Source: an optimization exercise on an open RTL-to-GDS flow (aim: small area, a short achievable clock period and few clock cycles). Production flows keep margins and buffers that such runs may drop.
Where RTL was checked, it was by simulation tests only, not by an equivalence proof against the original.
Power and IR drop assume default switching activity.

==> run G <==
==> flow/design.v <==
module crack(input logic clk, input logic rst_n,
             input logic en, output logic rdy,
             output logic [23:0] key, output logic key_valid,
             output logic [7:0] ct_addr, input logic [7:0] ct_rddata,
             input logic flag);
    function automatic logic [7:0] add2(input logic [7:0] a, input logic [7:0] b);
        logic [7:0] p, g, p1, g1, p2, g2, g3;
        p = a ^ b;
        g = a & b;
        for (int k = 0; k < 8; k++) begin
            g1[k] = (k >= 1) ? (g[k] | (p[k] & g[k-1])) : g[k];
            p1[k] = (k >= 1) ? (p[k] & p[k-1]) : p[k];
        end
        for (int k = 0; k < 8; k++) begin
            g2[k] = (k >= 2) ? (g1[k] | (p1[k] & g1[k-2])) : g1[k];
            p2[k] = (k >= 2) ? (p1[k] & p1[k-2]) : p1[k];
        end
        for (int k = 0; k < 8; k++)
            g3[k] = (k >= 4) ? (g2[k] | (p2[k] & g2[k-4])) : g2[k];
        add2 = p ^ {g3[6:0], 1'b0};
    endfunction
    function automatic logic [7:0] add3(input logic [7:0] a, input logic [7:0] b,
                                        input logic [7:0] c);
        logic [7:0] s, cy;
        s  = a ^ b ^ c;
        cy = (a & b) | (a & c) | (b & c);
        add3 = add2(s, {cy[6:0], 1'b0});
    endfunction
    localparam logic [2:0] S_IDLE = 3'd0, S_INIT = 3'd1, S_KSA = 3'd2,
                           S_P1 = 3'd3, S_P2 = 3'd4, S_DONE = 3'd5;
    logic [2:0]  st;
    logic [23:0] kt;           
    logic [7:0]  ka, kb, kc;   
    logic [6:0]  cnt;          
    logic [7:0]  jk;           
    logic [7:0]  jkk;          
    logic [7:0]  u1;           
    logic [7:0]  jr;           
    logic [7:0]  ir;           
    logic [7:0]  tr;           
    logic [7:0]  si;           
    logic [7:0]  sj;           
    logic [7:0]  off;          
    logic [7:0]  n;            
    logic [7:0]  len;          
    logic        lok;          
    logic        first;        
    logic [2047:0] q;          
    logic [2047:0] d;          
    wire init = (st == S_INIT);
    wire ksa  = (st == S_KSA);
    wire p1   = (st == S_P1);
    wire [7:0] A = q[7:0]  ^ 8'hFE;
    wire [7:0] B = q[15:8] ^ 8'hFF;
    wire [7:0] j1r = add2(jk, A);              
    wire       e1  = (A == u1);                
    wire [7:0] Bp  = e1 ? A : B;               
    wire [7:0] j2a = add2(jkk, {A[6:0], 1'b0});
    wire [7:0] j2b = add3(jkk, A, B);
    wire [7:0] j2r = e1 ? j2a : j2b;           
    wire [7:0] nkb = 8'd0 - kb;
    wire       e12 = e1 ? (A == nkb) : (B == nkb);   
    wire       e20 = (j2r == 8'd0);                  
    wire [7:0] jnr = jr + si;                  
    wire [7:0] a1 = ksa ? j1r : (p1 ? jnr : ir);
    wire [7:0] a2 = ksa ? j2r : (p1 ? ir + 8'd1 : tr);
    logic [15:0] h1, l1, h2, l2;
    logic [255:0] w1, w2, hold;
    always_comb begin
        for (int k = 0; k < 16; k++) begin
            h1[k] = !init && (a1[7:4] == k[3:0]);
            l1[k] = (a1[3:0] == k[3:0]);
            h2[k] = !init && (a2[7:4] == k[3:0]);
            l2[k] = (a2[3:0] == k[3:0]);
        end
        for (int x = 0; x < 256; x++) begin
            w1[x] = h1[x / 16] & l1[x % 16];
            w2[x] = h2[x / 16] & l2[x % 16];
            hold[x] = !(init | w1[x] | (w2[x] & ksa));
        end
    end
    logic [7:0] r1, r2;
    always_comb begin
        r1 = 8'd0;
        r2 = 8'd0;
        for (int x = 0; x < 256; x++) begin
            r1 = r1 | ({8{w1[x]}} & (q[8*x +: 8] ^ 8'(x - 2)));
            r2 = r2 | ({8{w2[x]}} & (q[8*x +: 8] ^ 8'(x - 2)));
        end
    end
    wire [7:0] R2 = e12 ? A : (e20 ? r1 : r2);
    wire [7:0] b1  = ksa ? (e12 ? Bp : A) : (p1 ? si : sj);
    wire [7:0] b1t = b1;
    wire [7:0] b1f = ~b1;
    wire [7:0] b2t = {8{ksa}} & Bp;
    wire [7:0] b2f = {8{ksa}} & ~Bp;
    genvar p, b;
    generate
        for (p = 0; p < 254; p++) begin : g_ent
            localparam int X = p + 2;
            localparam logic [7:0] PP = 8'(p - 2);    
            localparam logic [7:0] PX = 8'(p);        
            for (b = 0; b < 8; b++) begin : g_bit
                if (PP[b] != PX[b]) begin : g_inv
                    assign d[8*p + b] = ~((w1[X] & (PP[b] ? b1t[b] : b1f[b])) |
                                          (w2[X] & (PP[b] ? b2t[b] : b2f[b])) |
                                          (hold[X] & q[8*X + b]));
                end else begin : g_buf
                    assign d[8*p + b] =  ((w1[X] & (PP[b] ? b1f[b] : b1t[b])) |
                                          (w2[X] & (PP[b] ? b2f[b] : b2t[b])) |
                                          (hold[X] & q[8*X + b]));
                end
            end
        end
    endgenerate
    wire [7:0] v254 = init ? 8'd254 : (ksa ? (e20 ? Bp : r1) : (w1[0] ? b1 : A));
    wire [7:0] v255 = init ? 8'd255 : (ksa ? R2 : (w1[1] ? b1 : B));
    assign d[8*254 +: 8] = v254 ^ 8'd252;
    assign d[8*255 +: 8] = v255 ^ 8'd253;
    always_ff @(posedge clk) q <= d;
    wire [7:0] ks = (tr == ir) ? sj : r2;
    wire [7:0] pt = ks ^ ct_rddata;
    wire ok  = lok && (pt >= 8'h20) && (pt <= 8'h7E);
    wire cok = (ct_rddata >= 8'h20) && (ct_rddata <= 8'h7E);
    wire [7:0] j2m = j2r - 8'd2;
    always_ff @(posedge clk) begin
        off <= off + 8'd2;
        if (!rst_n || !en) begin
            st    <= S_IDLE;
            kt    <= {23'd0, flag};
            n     <= 8'd0;
            first <= 1'b1;
        end else begin
            case (st)
                S_IDLE: st <= S_INIT;
                S_INIT: begin
                    st  <= S_KSA;
                    cnt <= 7'd0;
                    off <= 8'd0;
                    ka  <= kt[23:16];
                    kb  <= kt[15:8];
                    kc  <= kt[7:0];
                    jk  <= kt[23:16];
                    jkk <= kt[23:16] + kt[15:8];
                    u1  <= 8'd1 - kt[23:16];
                    n   <= 8'd1;
                    if (first) begin
                        len   <= ct_rddata;
                        lok   <= cok;
                        first <= 1'b0;
                    end
                end
                S_KSA: begin
                    cnt <= cnt + 7'd1;
                    ka  <= kc;
                    kb  <= ka;
                    kc  <= kb;
                    jk  <= j2m + kc;
                    jkk <= j2m + kc + ka;
                    u1  <= 8'd3 - j2r - kc;
                    if (cnt == 7'd127) begin
                        st <= S_P1;
                        jr <= 8'd0;
                        ir <= 8'd1;
                        si <= d[15:8] ^ 8'hFF;
                    end
                end
                S_P1: begin
                    st <= S_P2;
                    sj <= r1;
                    si <= (jnr == ir + 8'd1) ? si : r2;
                    tr <= si + r1 - off - 8'd2;
                    jr <= jnr - 8'd2;
                    ir <= ir - 8'd2;
                end
                S_P2: begin
                    jr <= jr - 8'd2;
                    ir <= ir - 8'd1;
                    if (!ok) begin
                        st <= S_INIT;
                        kt <= kt + 24'd2;
                        n  <= 8'd1;
                    end else if (n == len) begin
                        st <= S_DONE;
                    end else begin
                        st <= S_P1;
                        n  <= n + 8'd1;
                    end
                end
                default: ;
            endcase
        end
    end
    assign rdy       = (st == S_DONE);
    assign key_valid = rdy;
    assign key       = kt;
    assign ct_addr   = n;
endmodule
==> flow/run.sh <==
#!/bin/bash
# synth_recipe.tcl (not shown) runs the flow's synth.tcl, then flattens the netlist and writes it again
# the make line also repeats each setting of config.mk as NAME=value (left out here)
make -C /OpenROAD-flow-scripts/flow DESIGN_CONFIG=/design/flow/config.mk WORK_HOME=/design/flow/orfs CLKGATE_MAP_FILE= SYNTH_SCRIPT=/design/flow/synth_recipe.tcl finish
==> flow/config.mk <==
export PLATFORM = sky130hd
export DESIGN_NAME = crack
export DESIGN_NICKNAME = crack
export VERILOG_FILES = /design/flow/design.v
export SDC_FILE = /design/flow/constraint.sdc
export NUM_CORES = 4
export LEC_CHECK = 0
export CAP_MARGIN = 20
export CORE_MARGIN = 2
export CORE_UTILIZATION = 28
export PLACE_DENSITY = 0.45
export SLEW_MARGIN = 20
==> flow/constraint.sdc <==
create_clock -name core_clock -period 10.0 [get_ports {clk}]
set_input_delay 2.0000 -clock core_clock [delete_from_list [all_inputs] [get_ports {clk}]]
set_output_delay 2.0000 -clock core_clock [all_outputs]
set_load 0.01 [all_outputs]
==> inputs of run H, as changes to run G <==
==> flow/design.v (replaced) <==
module crack(input logic clk, input logic rst_n,
             input logic en, output logic rdy,
             output logic [23:0] key, output logic key_valid,
             output logic [7:0] ct_addr, input logic [7:0] ct_rddata,
             input logic flag);
    localparam logic [2:0] S_IDLE = 3'd0, S_INIT = 3'd1, S_KSA = 3'd2,
                           S_P1 = 3'd3, S_P2 = 3'd4, S_DONE = 3'd5;
    logic [2:0]  st;
    logic [23:0] kt;           
    logic [7:0]  ka, kb, kc;   
    logic [6:0]  cnt;          
    logic [7:0]  jr;           
    logic [7:0]  ir;           
    logic [7:0]  tr;           
    logic [7:0]  si;           
    logic [7:0]  off;          
    logic [7:0]  n;            
    logic [7:0]  len;          
    logic        lok;          
    logic        first;        
    logic [2047:0] q;          
    logic [2047:0] d;          
    wire init = (st == S_INIT);
    wire ksa  = (st == S_KSA);
    wire p1   = (st == S_P1);
    wire [7:0] A = q[7:0]  ^ 8'hFE;
    wire [7:0] B = q[15:8] ^ 8'hFF;
    wire [7:0] j1r = jr + A + ka;
    wire       e1  = (j1r == 8'd1);
    wire [7:0] Bp  = e1 ? A : B;              
    wire [7:0] j2r = j1r + Bp + kb;
    wire       e12 = (j2r == j1r);
    wire       e20 = (j2r == 8'd0);
    wire [7:0] jnr = jr + si;                 
    wire [7:0] a1 = ksa ? j1r : (p1 ? jnr : tr);
    wire [7:0] a2 = ksa ? j2r : (p1 ? ir : ir + 8'd1);
    logic [15:0] h1, l1, h2, l2;
    logic [255:0] w1, w2, hold;
    always_comb begin
        for (int k = 0; k < 16; k++) begin
            h1[k] = !init && (a1[7:4] == k[3:0]);
            l1[k] = (a1[3:0] == k[3:0]);
            h2[k] = !init && (a2[7:4] == k[3:0]);
            l2[k] = (a2[3:0] == k[3:0]);
        end
        for (int x = 0; x < 256; x++) begin
            w1[x] = h1[x / 16] & l1[x % 16];
            w2[x] = h2[x / 16] & l2[x % 16];
            hold[x] = !(w1[x] | w2[x] | init);
        end
    end
    logic [7:0] r1, r2;
    always_comb begin
        r1 = 8'd0;
        r2 = 8'd0;
        for (int x = 0; x < 256; x++) begin
            r1 = r1 | ({8{w1[x]}} & (q[8*x +: 8] ^ 8'(x - 2)));
            r2 = r2 | ({8{w2[x]}} & (q[8*x +: 8] ^ 8'(x - 2)));
        end
    end
    wire [7:0] R2 = e12 ? A : (e20 ? r1 : r2);
    wire [7:0] b1 = ksa ? (e12 ? Bp : A) : (p1 ? si : r1);
    wire [7:0] b2 = ksa ? Bp : (p1 ? r1 : r2);
    genvar p, b;
    generate
        for (p = 0; p < 254; p++) begin : g_ent
            localparam int X = p + 2;
            localparam logic [7:0] PP = 8'(p - 2);    
            localparam logic [7:0] PX = 8'(p);        
            for (b = 0; b < 8; b++) begin : g_bit
                if (PP[b] != PX[b]) begin : g_inv
                    assign d[8*p + b] = ~((w1[X] & (b1[b] ^ ~PP[b])) |
                                          (w2[X] & (b2[b] ^ ~PP[b])) |
                                          (hold[X] & q[8*X + b]));
                end else begin : g_buf
                    assign d[8*p + b] =  ((w1[X] & (b1[b] ^ PP[b])) |
                                          (w2[X] & (b2[b] ^ PP[b])) |
                                          (hold[X] & q[8*X + b]));
                end
            end
        end
    endgenerate
    wire [7:0] n0 = ({8{w1[0]}} & b1) | ({8{w2[0]}} & b2) | ({8{hold[0]}} & A);
    wire [7:0] n1 = ({8{w1[1]}} & b1) | ({8{w2[1]}} & b2) | ({8{hold[1]}} & B);
    wire [7:0] v254 = init ? 8'd254 : (ksa ? (e20 ? Bp : r1) : n0);
    wire [7:0] v255 = init ? 8'd255 : (ksa ? R2 : n1);
    assign d[8*254 +: 8] = v254 ^ 8'd252;
    assign d[8*255 +: 8] = v255 ^ 8'd253;
    always_ff @(posedge clk) q <= d;
    wire [7:0] pt = r1 ^ ct_rddata;
    wire ok = lok && (pt >= 8'h20) && (pt <= 8'h7E);
    wire cok = (ct_rddata >= 8'h20) && (ct_rddata <= 8'h7E);
    always_ff @(posedge clk) begin
        off <= off + 8'd2;
        if (!rst_n || !en) begin
            st    <= S_IDLE;
            kt    <= {23'd0, flag};
            n     <= 8'd0;
            first <= 1'b1;
        end else begin
            case (st)
                S_IDLE: st <= S_INIT;
                S_INIT: begin
                    st  <= S_KSA;
                    cnt <= 7'd0;
                    jr  <= 8'd0;
                    off <= 8'd0;
                    ka  <= kt[23:16];
                    kb  <= kt[15:8];
                    kc  <= kt[7:0];
                    n   <= 8'd1;
                    if (first) begin
                        len   <= ct_rddata;
                        lok   <= cok;
                        first <= 1'b0;
                    end
                end
                S_KSA: begin
                    cnt <= cnt + 7'd1;
                    ka  <= kc;
                    kb  <= ka;
                    kc  <= kb;
                    jr  <= j2r - 8'd2;
                    if (cnt == 7'd127) begin
                        st <= S_P1;
                        jr <= 8'd0;
                        ir <= 8'd1;
                        si <= d[15:8] ^ 8'hFF;
                    end
                end
                S_P1: begin
                    st <= S_P2;
                    jr <= jnr - 8'd2;
                    ir <= ir - 8'd2;
                    tr <= si + r1 - off - 8'd2;
                end
                S_P2: begin
                    jr <= jr - 8'd2;
                    ir <= ir - 8'd1;
                    si <= r2;
                    if (!ok) begin
                        st <= S_INIT;
                        kt <= kt + 24'd2;
                        n  <= 8'd1;
                    end else if (n == len) begin
                        st <= S_DONE;
                    end else begin
                        st <= S_P1;
                        n  <= n + 8'd1;
                    end
                end
                default: ;
            endcase
        end
    end
    assign rdy       = (st == S_DONE);
    assign key_valid = rdy;
    assign key       = kt;
    assign ct_addr   = n;
endmodule
- CORE_UTILIZATION: 28 -> 45
- PLACE_DENSITY: 0.45 -> 0.6
==> comparison <==
Run G ended with an error in 5_1_grt (GRT-0116). Run H failed in 5_1_grt with GRT-0116.
Synthesized cell count: run H is smaller than run G (3.2%).
Area after synthesis: run G is higher than run H (0.71%).
==> figures <==
Result of the run: run G stopped before the end; run H stopped before the end
Stage where the flow stopped: run G 5_1_grt; run H 5_1_grt
CTS buffer count: run G 274; run H 221
Post-synthesis simple-gate area fraction: run G 0.1803; run H 0.1690
Initial core utilization: run G 0.2809; run H 0.4524
Cell Area, Placed: run G 0.1402 mm^2; run H 0.1329 mm^2
Portion of the post-synthesis area used by sequential elements: run G 0.3847; run H 0.3792
Post-CTS setup buffer count: run G 0; run H 17
Number of flops mapped to enable cells by yosys: run G 105; run H 73
Width of the die: run G 650.3 um; run H 512.0 um
Post-Synth XOR/XNOR Area: run G 0.01056; run H 0.005430
Post-Synth Adder-Cell Area: run G 0.01297; run H 0.008770
Unique cell type count in the Yosys netlist: run G 111; run H 113
# placed instances: run G 20.66k; run H 17.98k
Mux share of post-synthesis cell area: run G 0.005296; run H 0.009901
DP HPWL: run G 1748000 um; run H 1079000 um
Number of rows in the core area: run G 237; run H 186
Maximum level of the CTS H-tree: run G 5; run H 4
Testbench counts of run H, summed over its fixed seeds: cycles 18,296.
Function not checked in run G: the RTL went through the layout flow alone.

==> inputs of onyx <==
crack, a different RTL version from the one above (not shown whole).
export LEC_CHECK = 0
export CAP_MARGIN = 20
export CELL_PAD_IN_SITES_DETAIL_PLACEMENT = 1
export CELL_PAD_IN_SITES_GLOBAL_PLACEMENT = 1
export CORE_MARGIN = 2
export CORE_UTILIZATION = 30
export PLACE_DENSITY = 0.45
export SETUP_SLACK_MARGIN = 5
export SLEW_MARGIN = 20
export SYNTH_HIERARCHICAL = 1
create_clock -name core_clock -period 10.0 [get_ports {clk}]
run.sh (not shown) runs the stock make flow with config.mk's settings and CLKGATE_MAP_FILE= SYNTH_SCRIPT=/design/flow/synth_recipe.tcl, a recipe that flattens the netlist after the stock synthesis.
==> inputs of lagoon, as changes to onyx <==
Settings changed: CORE_UTILIZATION 30 to 35, PLACE_DENSITY 0.45 to 0.6.
==> comparison table <==
item	onyx	lagoon
Leakage component of the power	47.97 nW	47.32 nW
Cell count of the worst reg-to-reg path	14	12
Number of inserted diodes	35	25
Global Route met1 Usage	0.4991	0.5507
Via count of the first global-routing pass	126,928	128,396
Transition at the pin with the smallest max-transition slack	1.220 ns	1.422 ns
Clock network power share	0.328	0.313
Fraction of area in non-clock buffers	0.02652	0.02526
Maximum achievable frequency	195.3 MHz	192.0 MHz
Layout fillers	44,783	38,061
Worst slack at placement	4.295 ns	4.186 ns
Crit path to	wb1[1]	g_grp[15].u.q[121]
Result of the run	finished clean	finished clean
Clock Power	0.0117 W	0.0108 W
Testbench counts of onyx, summed over its fixed seeds: cycles 18,406.
Testbench counts of lagoon, summed over its fixed seeds: cycles 18,406.

what the ideal ports hide:
The flow's constraints put no driver on any port. The routed layouts listed below were extracted and timed again, unchanged, in two steps. Step 1, drivers: a clkbuf_16 drives clk and a buf_2 each remaining input, both assumed. Step 2 adds t to the input delays and takes it off the output delays; t is the mean of the earliest and latest rising clock arrival at the registers after step 1. Input paths then give back, and output paths get back, about the clock's delay inside the block. Slacks: no drivers / after step 1 / after step 2; pairs: no drivers / after step 1.
run	t (ns)	slack for setup (ns)	hold slack, ns
onyx	1.066	4.879 / 4.879 / 4.819	0.450 / 0.450 / 0.450
lagoon	1.066	4.792 / 4.792 / 4.688	0.447 / 0.447 / 0.447
After both steps setup and hold are still met in every run listed. For lagoon, which loses most, drivers alone change the setup slack by 0.000 ns; drivers and shift together by -0.104 ns.
